From an optimization exercise on the open Yosys and OpenROAD flow, aimed at small area and a short achievable clock period; shortcuts taken in it are not production practice. At most, simulation tests tie the RTL to the original design; equivalence was not proved. Power and IR drop assume default switching activity.

// SyncFP32Adder2
module SyncFP32Adder2(
    input wire [31:0] a,
    input wire [31:0] b,
    output wire [31:0] S,
    output wire Overflow,
    input wire clk,
    input wire rst
);
    wire        l_sign_d, sub_d;
    wire [7:0]  l_exp1_d;
    wire [23:0] l_manx_d;
    wire [23:0] t_man_d;
    wire [1:0]  t_sh_d;
    FP32Adder2_align align(
        .a(a), .b(b),
        .l_sign(l_sign_d), .l_exp1(l_exp1_d), .l_manx(l_manx_d),
        .sub(sub_d), .t_man(t_man_d), .t_sh(t_sh_d)
    );
    reg        l_sign_q, sub_q;
    reg [7:0]  l_exp1_q;
    reg [23:0] l_manx_q;
    reg [23:0] t_man_q;
    reg [1:0]  t_sh_q;
    wire [24:0] v_d;
    wire [4:0]  sh_d;
    wire        q_d, sign_d;
    FP32Adder2 add(
        .l_sign(l_sign_q), .l_manx(l_manx_q),
        .sub(sub_q), .t_man(t_man_q), .t_sh(t_sh_q),
        .v(v_d), .sh(sh_d), .q(q_d), .sign(sign_d)
    );
    reg [24:0] v_q;
    reg [4:0]  sh_q;
    reg        q_q, sign_q;
    reg [7:0]  l_exp1_2q;
    always @(posedge clk, posedge rst) begin
        if (rst) begin
            l_sign_q  <= 1'b0;
            sub_q     <= 1'b0;
            l_exp1_q  <= 8'd1;
            l_manx_q  <= 24'd0;
            t_man_q   <= 24'd0;
            t_sh_q    <= 2'd0;
            v_q       <= 25'd0;
            sh_q      <= 5'd1;
            q_q       <= 1'b0;
            sign_q    <= 1'b0;
            l_exp1_2q <= 8'd1;
        end else begin
            l_sign_q  <= l_sign_d;
            sub_q     <= sub_d;
            l_exp1_q  <= l_exp1_d;
            l_manx_q  <= l_manx_d;
            t_man_q   <= t_man_d;
            t_sh_q    <= t_sh_d;
            v_q       <= v_d;
            sh_q      <= sh_d;
            q_q       <= q_d;
            sign_q    <= sign_d;
            l_exp1_2q <= l_exp1_q;
        end
    end
    wire [22:0] mant;
    wire [7:0]  exp;
    wire        ovf;
    FP32Adder2_norm norm(
        .v(v_q), .sh(sh_q), .q(q_q), .l_exp1(l_exp1_2q),
  ...
==> module FP32Adder2_align, before the edit <==
module FP32Adder2_align(
    input  wire [31:0] a,
    input  wire [31:0] b,
    output wire        l_sign,
    output wire [7:0]  l_exp1,    
    output wire [23:0] l_manx,    
    output wire        sub,
    output wire [23:0] t_man,     
    output wire [1:0]  t_sh       
);
    assign sub = a[31] ^ b[31];
    wire [7:0] ea = a[30:23];
    wire [7:0] eb = b[30:23];
    wire [7:0] y;
    wire       c;
    sub8 ed(.x(ea), .y(eb), .d(y), .gt(c));
    wire [7:0] s  = y ^ {8{~c}};
    wire       far = |s[7:5];                   
    wire       ha = |ea;
    wire       hb = |eb;
    wire [23:0] ta = {ha, a[22:0]};
    wire [23:0] tb = {hb, b[22:0]};
    wire [23:0] t  = c ? {1'b0, tb[23:1]} : ta;
    wire [23:0] t1 = t >> {s[3:2], 2'b00};
    assign t_man  = far ? 24'd0 : s[4] ? {16'd0, t1[23:16]} : t1;
    assign t_sh   = s[1:0];
    wire [7:0] el = c ? ea : eb;
    assign l_exp1 = el + 8'd1;
    assign l_manx = (c ? ta : tb) ^ {24{sub}};
    assign l_sign = c ? a[31] : b[31];
endmodule
==> module FP32Adder2_norm, before the edit <==
module FP32Adder2_norm(
    input  wire [24:0] v,
    input  wire [4:0]  sh,
    input  wire        q,
    input  wire [7:0]  l_exp1,
    output wire [22:0] mant,
    output wire [7:0]  exp,
    output wire        ovf
);
    wire [24:0] n = v << sh[2:0];
    assign mant = {n[23] & ~q, n[22:1]};
    wire zero = sh[4] & sh[3];
    wire [6:0] el = {1'b0, l_exp1[4:0], 1'b1} + {1'b0, ~sh, ~q};
    wire [2:0] hm = l_exp1[7:5] - 3'd1;
    wire [7:0] e  = {el[6] ? l_exp1[7:5] : hm, el[5:1]};
    assign exp = zero ? 8'd0 : e;
    wire [7:0] d  = l_exp1 ^ {3'd0, sh};
    wire [7:0] m;
    assign m[0] = 1'b1;
    genvar i;
    generate for (i = 1; i < 8; i = i + 1) begin : tm
        assign m[i] = &l_exp1[i-1:0];
    end endgenerate
    wire top = q ? ~|d : ~|(d ^ m);
    assign ovf = ~|l_exp1 | (~zero & top);
endmodule
==> flow/config.mk <==
export PLATFORM = sky130hd
export DESIGN_NAME = SyncFP32Adder2
export DESIGN_NICKNAME = SyncFP32Adder2
export VERILOG_FILES = /design/flow/design.v
export SDC_FILE = /design/flow/constraint.sdc
export NUM_CORES = 8
export LEC_CHECK = 0
export ABC_AREA = 1
export CAP_MARGIN = 20
export CORE_MARGIN = 2
export CORE_UTILIZATION = 55
export CTS_BUF_LIST = sky130_fd_sc_hd__clkbuf_8
export PLACE_DENSITY = 0.8
export SETUP_SLACK_MARGIN = 5
export SLEW_MARGIN = 20
==> flow/constraint.sdc <==
create_clock -name core_clock -period 9.5 [get_ports {clk}]
set_input_delay 1.9000 -clock core_clock [delete_from_list [all_inputs] [get_ports {clk}]]
set_output_delay 1.9000 -clock core_clock [all_outputs]
set_load 0.01 [all_outputs]
standard.sh (not shown) runs the stock make flow with config.mk's settings and CLKGATE_MAP_FILE= SYNTH_SCRIPT=/design/flow/synth_recipe.tcl, a recipe that flattens the netlist after the stock synthesis.
==> flow/flow/run.sh <==
#!/bin/bash
set -euo pipefail
export BUFFER_PORTS_ARGS="-buffer_cell sky130_fd_sc_hd__buf_2"
bash standard.sh > make.log 2>&1
Edit:
--- a/flow/design.v
+++ b/flow/design.v
@@ -16,13 +16,13 @@
     sub8 ed(.x(ea), .y(eb), .d(y), .gt(c));
     wire [7:0] s  = y ^ {8{~c}};
     wire       far = |s[7:5];                   
+    wire [2:0] sc  = s[4:2] | {3{far}};
     wire       ha = |ea;
     wire       hb = |eb;
     wire [23:0] ta = {ha, a[22:0]};
     wire [23:0] tb = {hb, b[22:0]};
     wire [23:0] t  = c ? {1'b0, tb[23:1]} : ta;
-    wire [23:0] t1 = t >> {s[3:2], 2'b00};
-    assign t_man  = far ? 24'd0 : s[4] ? {16'd0, t1[23:16]} : t1;
+    assign t_man  = t >> {sc, 2'b00};
     assign t_sh   = s[1:0];
     wire [7:0] el = c ? ea : eb;
     assign l_exp1 = el + 8'd1;
@@ -103,10 +103,8 @@
     wire [24:0] n = v << sh[2:0];
     assign mant = {n[23] & ~q, n[22:1]};
     wire zero = sh[4] & sh[3];
-    wire [6:0] el = {1'b0, l_exp1[4:0], 1'b1} + {1'b0, ~sh, ~q};
-    wire [2:0] hm = l_exp1[7:5] - 3'd1;
-    wire [7:0] e  = {el[6] ? l_exp1[7:5] : hm, el[5:1]};
-    assign exp = zero ? 8'd0 : e;
+    wire [8:0] e = {l_exp1, 1'b1} + {3'b111, ~sh, ~q};
+    assign exp = zero ? 8'd0 : e[8:1];
     wire [7:0] d  = l_exp1 ^ {3'd0, sh};
     wire [7:0] m;
     assign m[0] = 1'b1;
Effect: Routed wire length shrinks by 5.3%; cell count went up by 0.60%; worst setup slack gets better by 0.14 ns; non-clock buffer count shrinks by 6; count of clock-buffer cells in the layout goes down by 1; combinational power fell by 17%; cell area came out lower by 0.31%; area after synthesis is lower by 0.37%; via count drops by 1.2%; global-route usage came out lower by 1.7 points.
For the first run of this note, only the layout was checked, not whether the RTL still works.

---

Setup of the previous run:
Another version of the RTL of SyncFP32Adder2 (not shown whole).
For scale: roughly 1300 cells after synthesis, about 100 flip-flops, roughly 8200 um^2 of cells after synthesis.
==> module FP32Adder2_align, before the edit <==
module FP32Adder2_align(
    input  wire [31:0] a,
    input  wire [31:0] b,
    output wire        l_sign,
    output wire [7:0]  l_exp1,    
    output wire [23:0] l_manx,    
    output wire        sub,
    output wire [23:0] t_man,     
    output wire [1:0]  t_sh       
);
    assign sub = a[31] ^ b[31];
    wire [7:0] ea = a[30:23];
    wire [7:0] eb = b[30:23];
    wire [7:0] y;
    wire       c;
    sub8 ed(.x(ea), .y(eb), .d(y), .gt(c));
    wire [7:0] s  = y ^ {8{~c}};
    wire       far = |s[7:5];                   
    wire       ha = |ea;
    wire       hb = |eb;
    wire [23:0] ta = {ha, a[22:0]};
    wire [23:0] tb = {hb, b[22:0]};
    wire [23:0] t  = c ? {1'b0, tb[23:1]} : ta;
    wire [23:0] t1 = s[2] ? {4'd0, t[23:4]} : t;
    wire [23:0] t2 = (s[3] | far) ? {8'd0, t1[23:8]} : t1;
    assign t_man  = (s[4] | far) ? {16'd0, t2[23:16]} : t2;
    assign t_sh   = s[1:0];
    wire [7:0] el = c ? ea : eb;
    assign l_exp1 = el + 8'd1;
    assign l_manx = (c ? ta : tb) ^ {24{sub}};
    assign l_sign = c ? a[31] : b[31];
endmodule
clock: 9.5 ns
lec_check: 0
abc_area: 1
cap_margin: 20
core_margin: 2
core_utilization: 55
place_density: 0.8
slew_margin: 20
==> flow/flow/run.sh <==
#!/bin/bash
set -euo pipefail
export BUFFER_PORTS_ARGS="-buffer_cell sky130_fd_sc_hd__buf_1"
export SETUP_SLACK_MARGIN=5.3
export CTS_ARGS="-sink_clustering_enable -repair_clock_nets -buf_list sky130_fd_sc_hd__clkbuf_8 -dont_use_dummy_load"
export SKIP_GATE_CLONING=1

bash standard.sh > make.log 2>&1
diff inputs: the previous run => the current run
==> flow/design.v, changed modules only <==
module FP32Adder2_align(
    input  wire [31:0] a,
    input  wire [31:0] b,
    output wire        l_sign,
    output wire [7:0]  l_exp1,    
    output wire [23:0] l_manx,    
    output wire        sub,
    output wire [23:0] t_man,     
    output wire [1:0]  t_sh       
);
    assign sub = a[31] ^ b[31];
    wire [7:0] ea = a[30:23];
    wire [7:0] eb = b[30:23];
    wire [7:0] y;
    wire       c, c_slow;
    sub8 ed(.x(ea), .y(eb), .d(y), .gt(c_slow));
    gt8 ec(.x(ea), .y(eb), .gt(c));
    wire [7:0] s  = y ^ {8{~c}};
    wire       far = |s[7:5];                   
    wire       ha = |ea;
    wire       hb = |eb;
    wire [23:0] ta = {ha, a[22:0]};
    wire [23:0] tb = {hb, b[22:0]};
    wire [23:0] t  = c ? {1'b0, tb[23:1]} : ta;
    wire [23:0] t1 = t >> {s[3:2], 2'b00};
    assign t_man  = far ? 24'd0 : s[4] ? {16'd0, t1[23:16]} : t1;
    assign t_sh   = s[1:0];
    wire [7:0] el = c ? ea : eb;
    assign l_exp1 = el + 8'd1;
    assign l_manx = (c ? ta : tb) ^ {24{sub}};
    assign l_sign = c ? a[31] : b[31];
endmodule
module gt8(
    input  wire [7:0] x,
    input  wire [7:0] y,
    output wire       gt
);
    wire [7:0] g1 = x & ~y;
    wire [7:0] e1 = ~(x ^ y);
    wire [3:0] g2, e2;
    wire [1:0] g3, e3;
    genvar i;
    generate
        for (i = 0; i < 4; i = i + 1) begin : l2
            assign g2[i] = g1[2*i+1] | (e1[2*i+1] & g1[2*i]);
            assign e2[i] = e1[2*i+1] & e1[2*i];
        end
        for (i = 0; i < 2; i = i + 1) begin : l3
            assign g3[i] = g2[2*i+1] | (e2[2*i+1] & g2[2*i]);
            assign e3[i] = e2[2*i+1] & e2[2*i];
        end
    endgenerate
    assign gt = g3[1] | (e3[1] & g3[0]);
endmodule
[summary]
- Max-slew violation total from the final report: the current run vs the previous run identical
- On clock power, the previous run and the current run are neck and neck.
- The current run against the previous run: period utilization fell by 0.31 points; total stage count of the critical path fell by 3; final wirelength fell by about 0.6%; register fraction of the total cell area stayed essentially flat; first-pass GRT wire length fell by about 3.5%.
- When the current run is measured against the previous run, its relative contribution of the clock network to total power turns out 0.7 points lower.
- Area taken by multi-input logic gates, the current run vs the previous run: up slightly
- Diff the previous run -> the current run: final area about even; actual slew at the worst max-slew pin climbed 0.088 ns; sequential cell area in the final layout roughly the same; worst hold slack after final layout decreased 0.021 ns.
No functional check of the RTL was part of any run of this note.

---

## lane 1
The RTL this note starts from:
==> flow/design.v <==
module FP32Adder2_align(
    input  wire [31:0] a,
    input  wire [31:0] b,
    output wire        l_sign,
    output wire [7:0]  l_exp1,    
    output wire        l_hid,     
    output wire [22:0] l_man,
    output wire        sub,
    output wire [23:0] t_man,     
    output wire [1:0]  t_sh       
);
    assign sub = a[31] ^ b[31];
    wire [7:0] ea = a[30:23];
    wire [7:0] eb = b[30:23];
    wire [8:0] y  = {1'b0, ea} + {1'b0, ~eb};
    wire       c  = y[8];
    wire [7:0] s  = y[7:0] ^ {8{~c}};
    wire       ha = |ea;
    wire       hb = |eb;
    wire [23:0] ta = {ha, a[22:0]};
    wire [23:0] tb = {hb, b[22:0]};
    wire [23:0] t  = c ? {1'b0, tb[23:1]} : ta;
    wire [4:0]  sa = s[4:0] | {5{|s[7:5]}};       
    assign t_man  = (t >> {sa[4:2], 2'b00}) ^ {24{sub}};
    assign t_sh   = sa[1:0];
    wire [7:0] el = c ? ea : eb;
    assign l_exp1 = el + 8'd1;
    assign l_hid  = c ? ha : hb;
    assign l_sign = c ? a[31] : b[31];
    assign l_man  = c ? a[22:0] : b[22:0];
endmodule
module FP32Adder2(
    input  wire        l_sign,
    input  wire        l_hid,
    input  wire [22:0] l_man,
    input  wire        sub,
    input  wire [23:0] t_man,
    input  wire [1:0]  t_sh,
    output wire [24:0] v,         
    output wire [4:0]  sh,        
    output wire        q,         
    output wire        sign
);
    wire [23:0] A = {l_hid, l_man};
    wire [26:0] te = {{3{sub}}, t_man} >> t_sh;
    wire [23:0] B = te[23:0];
    wire [23:0] p0 = A ^ B;
    wire [23:0] g0 = A & B;
    wire [23:0] G, P;
    prefix24 pt(.g(g0), .p(p0), .G(G), .P(P));
    wire        c2  = G[23];
    wire        cin = sub & c2;
    wire        inv = sub & ~c2;
    wire [23:0] k   = {G[22:0] | (P[22:0] & {23{cin}}), cin};
    wire [23:0] r   = p0 ^ k ^ {24{inv}};
    wire        ovf = c2 & ~sub;         
    wire [4:0]  lz;
    lzc32 lzc(.x({1'b0, r[23:12], r[11] | r[10], r[9:0], 1'b0, 7'h7f}), .n(lz), .z());
    assign v    = {ovf, r};
    assign sh   = sub ? lz : {4'd0, ~ovf};
    assign q    = sub & ~|r[23:11];
    assign sign = l_sign ^ inv;
endmodule
module FP32Adder2_norm(
    input  wire [24:0] v,
    input  wire [4:0]  sh,
    input  wire        q,
    input  wire [7:0]  l_exp1,
    output wire [22:0] mant,
    input  wire        sign_in,
    output wire        sign,
    output wire [7:0]  exp,
    output wire        ovf
);
    wire [24:0] n = v << sh;
    assign mant = {n[23] & ~q, n[22:1]};
    wire zero = sh[4] & sh[3];
    assign sign = sign_in ^ zero;
    wire [8:0] e = {l_exp1, 1'b1} + {3'b111, ~sh, ~q};
    assign exp = zero ? 8'd0 : e[8:1];
    wire [7:0] d  = l_exp1 ^ {3'd0, sh};
    wire [7:0] m;
    assign m[0] = 1'b1;
    genvar i;
    generate for (i = 1; i < 8; i = i + 1) begin : tm
        assign m[i] = &l_exp1[i-1:0];
    end endgenerate
    wire top = q ? ~|d : ~|(d ^ m);
    assign ovf = ~|l_exp1 | (~zero & top);
endmodule
module prefix24(
    input  wire [23:0] g,
    input  wire [23:0] p,
    output wire [23:0] G,
    output wire [23:0] P
);
    wire [23:0] gl [0:5];
    wire [23:0] pl [0:5];
    assign gl[0] = g;
    assign pl[0] = p;
    genvar l, i;
    generate
        for (l = 0; l < 5; l = l + 1) begin : lv
            for (i = 0; i < 24; i = i + 1) begin : bt
                if ((i >> l) & 1) begin : m
                    localparam integer J = ((i >> l) << l) - 1;
                    assign gl[l+1][i] = gl[l][i] | (pl[l][i] & gl[l][J]);
                    assign pl[l+1][i] = pl[l][i] & pl[l][J];
                end else begin : t
                    assign gl[l+1][i] = gl[l][i];
                    assign pl[l+1][i] = pl[l][i];
                end
            end
        end
    endgenerate
    assign G = gl[5];
    assign P = pl[5];
endmodule
module lzc32(
    input  wire [31:0] x,
    output wire [4:0]  n,
    output wire        z
);
    wire [15:0] a1;  wire [15:0] c1;
    wire [7:0]  a2;  wire [15:0] c2;
    wire [3:0]  a3;  wire [11:0] c3;
    wire [1:0]  a4;  wire [7:0]  c4;
    genvar i;
    generate
        for (i = 0; i < 16; i = i + 1) begin : l1
            assign a1[i] = x[2*i+1] | x[2*i];
            assign c1[i] = ~x[2*i+1];
        end
        for (i = 0; i < 8; i = i + 1) begin : l2
            assign a2[i] = a1[2*i+1] | a1[2*i];
            assign c2[2*i+1:2*i] = a1[2*i+1] ? {1'b0, c1[2*i+1]} : {1'b1, c1[2*i]};
        end
        for (i = 0; i < 4; i = i + 1) begin : l3
            assign a3[i] = a2[2*i+1] | a2[2*i];
            assign c3[3*i+2:3*i] = a2[2*i+1] ? {1'b0, c2[4*i+3:4*i+2]} : {1'b1, c2[4*i+1:4*i]};
        end
        for (i = 0; i < 2; i = i + 1) begin : l4
            assign a4[i] = a3[2*i+1] | a3[2*i];
            assign c4[4*i+3:4*i] = a3[2*i+1] ? {1'b0, c3[6*i+5:6*i+3]} : {1'b1, c3[6*i+2:6*i]};
        end
    endgenerate
    assign z = ~(a4[1] | a4[0]);
    assign n = a4[1] ? {1'b0, c4[7:4]} : {1'b1, c4[3:0]};
endmodule
module SyncFP32Adder2(
    input wire [31:0] a,
    input wire [31:0] b,
    output wire [31:0] S,
    output wire Overflow,
    input wire clk,
    input wire rst
);
    wire        l_sign_d, l_hid_d, sub_d;
    wire [7:0]  l_exp1_d;
    wire [22:0] l_man_d;
    wire [23:0] t_man_d;
    wire [1:0]  t_sh_d;
    FP32Adder2_align align(
        .a(a), .b(b),
        .l_sign(l_sign_d), .l_exp1(l_exp1_d), .l_hid(l_hid_d), .l_man(l_man_d),
        .sub(sub_d), .t_man(t_man_d), .t_sh(t_sh_d)
    );
    reg        l_sign_q, l_hid_q, sub_q;
    reg [7:0]  l_exp1_q;
    reg [22:0] l_man_q;
    reg [23:0] t_man_q;
    reg [1:0]  t_sh_q;
    wire [24:0] v_d;
    wire [4:0]  sh_d;
    wire        q_d, sign_d;
    FP32Adder2 add(
        .l_sign(l_sign_q), .l_hid(l_hid_q), .l_man(l_man_q),
        .sub(sub_q), .t_man(t_man_q), .t_sh(t_sh_q),
        .v(v_d), .sh(sh_d), .q(q_d), .sign(sign_d)
    );
    reg [24:0] v_q;
    reg [4:0]  sh_q;
    reg        q_q, sign_q;
    reg [7:0]  l_exp1_2q;
    always @(posedge clk, posedge rst) begin
        if (rst) begin
            l_sign_q  <= 1'b0;
            l_hid_q   <= 1'b0;
            sub_q     <= 1'b0;
            l_exp1_q  <= 8'd1;
            l_man_q   <= 23'd0;
            t_man_q   <= 24'd0;
            t_sh_q    <= 2'd0;
            v_q       <= 25'd0;
            sh_q      <= 5'd1;
            q_q       <= 1'b0;
            sign_q    <= 1'b0;
            l_exp1_2q <= 8'd1;
        end else begin
            l_sign_q  <= l_sign_d;
            l_hid_q   <= l_hid_d;
            sub_q     <= sub_d;
            l_exp1_q  <= l_exp1_d;
            l_man_q   <= l_man_d;
            t_man_q   <= t_man_d;
            t_sh_q    <= t_sh_d;
            v_q       <= v_d;
            sh_q      <= sh_d;
            q_q       <= q_d;
            sign_q    <= sign_d;
            l_exp1_2q <= l_exp1_q;
        end
    end
    wire [22:0] mant;
    wire [7:0]  exp;
    wire        ovf, sign;
    FP32Adder2_norm norm(
        .v(v_q), .sh(sh_q), .q(q_q), .l_exp1(l_exp1_2q), .sign_in(sign_q), .sign(sign),
        .mant(mant), .exp(exp), .ovf(ovf)
    );
    assign S = {sign, exp, mant};
    assign Overflow = ovf;
endmodule
Settings: LEC_CHECK=0, ABC_AREA=1, CAP_MARGIN=20, CORE_MARGIN=2, CORE_UTILIZATION=40, SETUP_SLACK_MARGIN=5, SLEW_MARGIN=20; clock period 9.5 ns.
==> flow/flow/run.sh <==
#!/bin/bash
set -euo pipefail
export BUFFER_PORTS_ARGS="-buffer_cell sky130_fd_sc_hd__buf_2"
bash standard.sh > make.log 2>&1
Modified inputs, lane 2 compared to lane 1
--- a/flow/design.v
+++ b/flow/design.v
@@ -36,12 +36,13 @@
     input  wire        sub,
     input  wire [23:0] t_man,
     input  wire [1:0]  t_sh,
     output wire [24:0] v,         
     output wire [4:0]  sh,        
     output wire        q,         
+    output wire        zero,      
     output wire        sign
 );
     wire [23:0] A = {l_hid, l_man};
     wire [26:0] te = {{3{sub}}, t_man} >> t_sh;
     wire [23:0] B = te[23:0];
     wire [23:0] p0 = A ^ B;
@@ -53,32 +54,32 @@
     wire        inv = sub & ~c2;
     wire [23:0] k   = {G[22:0] | (P[22:0] & {23{cin}}), cin};
     wire [23:0] r   = p0 ^ k ^ {24{inv}};
     wire        ovf = c2 & ~sub;         
     wire [4:0]  lz;
     lzc32 lzc(.x({1'b0, r[23:12], r[11] | r[10], r[9:0], 1'b0, 7'h7f}), .n(lz), .z());
+    wire rz = ~|r;
     assign v    = {ovf, r};
     assign sh   = sub ? lz : {4'd0, ~ovf};
     assign q    = sub & ~|r[23:11];
-    assign sign = l_sign ^ inv;
+    assign zero = sub & rz;
+    assign sign = l_sign ^ (inv & ~rz);
 endmodule
 module FP32Adder2_norm(
     input  wire [24:0] v,
     input  wire [4:0]  sh,
     input  wire        q,
+    input  wire        zero,
+    input  wire        sub,
     input  wire [7:0]  l_exp1,
     output wire [22:0] mant,
-    input  wire        sign_in,
-    output wire        sign,
     output wire [7:0]  exp,
     output wire        ovf
 );
     wire [24:0] n = v << sh;
-    assign mant = {n[23] & ~q, n[22:1]};
-    wire zero = sh[4] & sh[3];
-    assign sign = sign_in ^ zero;
+    assign mant = {n[23] & (n[24] | ~sub), n[22:1]};
     wire [8:0] e = {l_exp1, 1'b1} + {3'b111, ~sh, ~q};
     assign exp = zero ? 8'd0 : e[8:1];
     wire [7:0] d  = l_exp1 ^ {3'd0, sh};
     wire [7:0] m;
     assign m[0] = 1'b1;
     genvar i;
@@ -169,55 +170,59 @@
     reg [7:0]  l_exp1_q;
     reg [22:0] l_man_q;
     reg [23:0] t_man_q;
     reg [1:0]  t_sh_q;
     wire [24:0] v_d;
     wire [4:0]  sh_d;
-    wire        q_d, sign_d;
+    wire        q_d, zero_d, sign_d;
     FP32Adder2 add(
         .l_sign(l_sign_q), .l_hid(l_hid_q), .l_man(l_man_q),
         .sub(sub_q), .t_man(t_man_q), .t_sh(t_sh_q),
-        .v(v_d), .sh(sh_d), .q(q_d), .sign(sign_d)
+        .v(v_d), .sh(sh_d), .q(q_d), .zero(zero_d), .sign(sign_d)
     );
     reg [24:0] v_q;
     reg [4:0]  sh_q;
-    reg        q_q, sign_q;
+    reg        q_q, zero_q, sign_q, sub2_q;
     reg [7:0]  l_exp1_2q;
     always @(posedge clk, posedge rst) begin
         if (rst) begin
             l_sign_q  <= 1'b0;
             l_hid_q   <= 1'b0;
             sub_q     <= 1'b0;
             l_exp1_q  <= 8'd1;
             l_man_q   <= 23'd0;
             t_man_q   <= 24'd0;
             t_sh_q    <= 2'd0;
             v_q       <= 25'd0;
-            sh_q      <= 5'd1;
+            sh_q      <= 5'd0;
             q_q       <= 1'b0;
+            zero_q    <= 1'b1;
             sign_q    <= 1'b0;
+            sub2_q    <= 1'b0;
             l_exp1_2q <= 8'd1;
         end else begin
             l_sign_q  <= l_sign_d;
             l_hid_q   <= l_hid_d;
             sub_q     <= sub_d;
             l_exp1_q  <= l_exp1_d;
             l_man_q   <= l_man_d;
             t_man_q   <= t_man_d;
             t_sh_q    <= t_sh_d;
             v_q       <= v_d;
             sh_q      <= sh_d;
             q_q       <= q_d;
+            zero_q    <= zero_d;
             sign_q    <= sign_d;
+            sub2_q    <= sub_q;
             l_exp1_2q <= l_exp1_q;
         end
     end
     wire [22:0] mant;
     wire [7:0]  exp;
-    wire        ovf, sign;
+    wire        ovf;
     FP32Adder2_norm norm(
-        .v(v_q), .sh(sh_q), .q(q_q), .l_exp1(l_exp1_2q), .sign_in(sign_q), .sign(sign),
+        .v(v_q), .sh(sh_q), .q(q_q), .zero(zero_q), .sub(sub2_q), .l_exp1(l_exp1_2q),
         .mant(mant), .exp(exp), .ovf(ovf)
     );
-    assign S = {sign, exp, mant};
+    assign S = {sign_q, exp, mant};
     assign Overflow = ovf;
 endmodule
[summary]
From lane 1 to lane 2 the numbers moved as follows: area share of xor/xnor cells in the synthesized design down 0.56 points, sequential share of the synthesized area increased by 0.32 points relative to the old numbers, portion of the layout cell area used by clock cells did not really move, buffering stage count on the worst path with inverters included up 2, switching fraction of total power increased 1.0 points.
Measured against each other, lane 1 and lane 2 differ in transition time at the pin with the least slew margin, the lower figure coming from lane 2.
Going from lane 1 to lane 2, die area now larger; layout buffer count excluding clock buffers now larger.
Taking lane 1 as the reference, in lane 2 depth of the worst register-to-register path now larger; post-route worst setup slack now larger; number of buffers added for setup after CTS now larger.
Looking at post-DP HPWL across lane 1 and lane 2, the one that comes out lower is lane 1.
No functional check of the RTL was part of any run of this note.

## afterwards: timing with drivers on the ports
How much do the figures lean on ideal ports? The routed layouts below were timed once more, with nothing changed but the port constraints. Step 1 assumes that a clkbuf_16 drives the clock port and a buf_2 every other input. Step 2 moves the port delays by t, midway between the first and last clock arrival at a register: inputs arrive t later, outputs are due t later. That takes back most of the time a late clock gives input paths. a / b / c = ideal / step 1 / step 2; a / b = the first two.
| run | t (ns) | setup WS [ns] | worst setup path after step 2 |
|---|---|---|---|
| the first run of note 1 | 0.411 | 5.071 / 5.033 / 4.787 | input to register |
| the second run of note 1 | 0.406 | 5.215 / 5.181 / 4.827 | input to register |
| the previous run | 0.404 | 5.280 / 5.243 / 4.974 | input to register |
| the current run | 0.413 | 5.310 / 5.269 / 4.937 | input to register |
| lane 1 | 0.400 | 5.035 / 4.991 / 4.763 | input to register |
| lane 2 | 0.401 | 5.094 / 5.050 / 4.751 | input to register |
After both steps setup and hold are still met in every run listed. The setup slack of the second run of note 1, which loses most, moves by -0.034 ns with the drivers and by -0.388 ns with both steps.
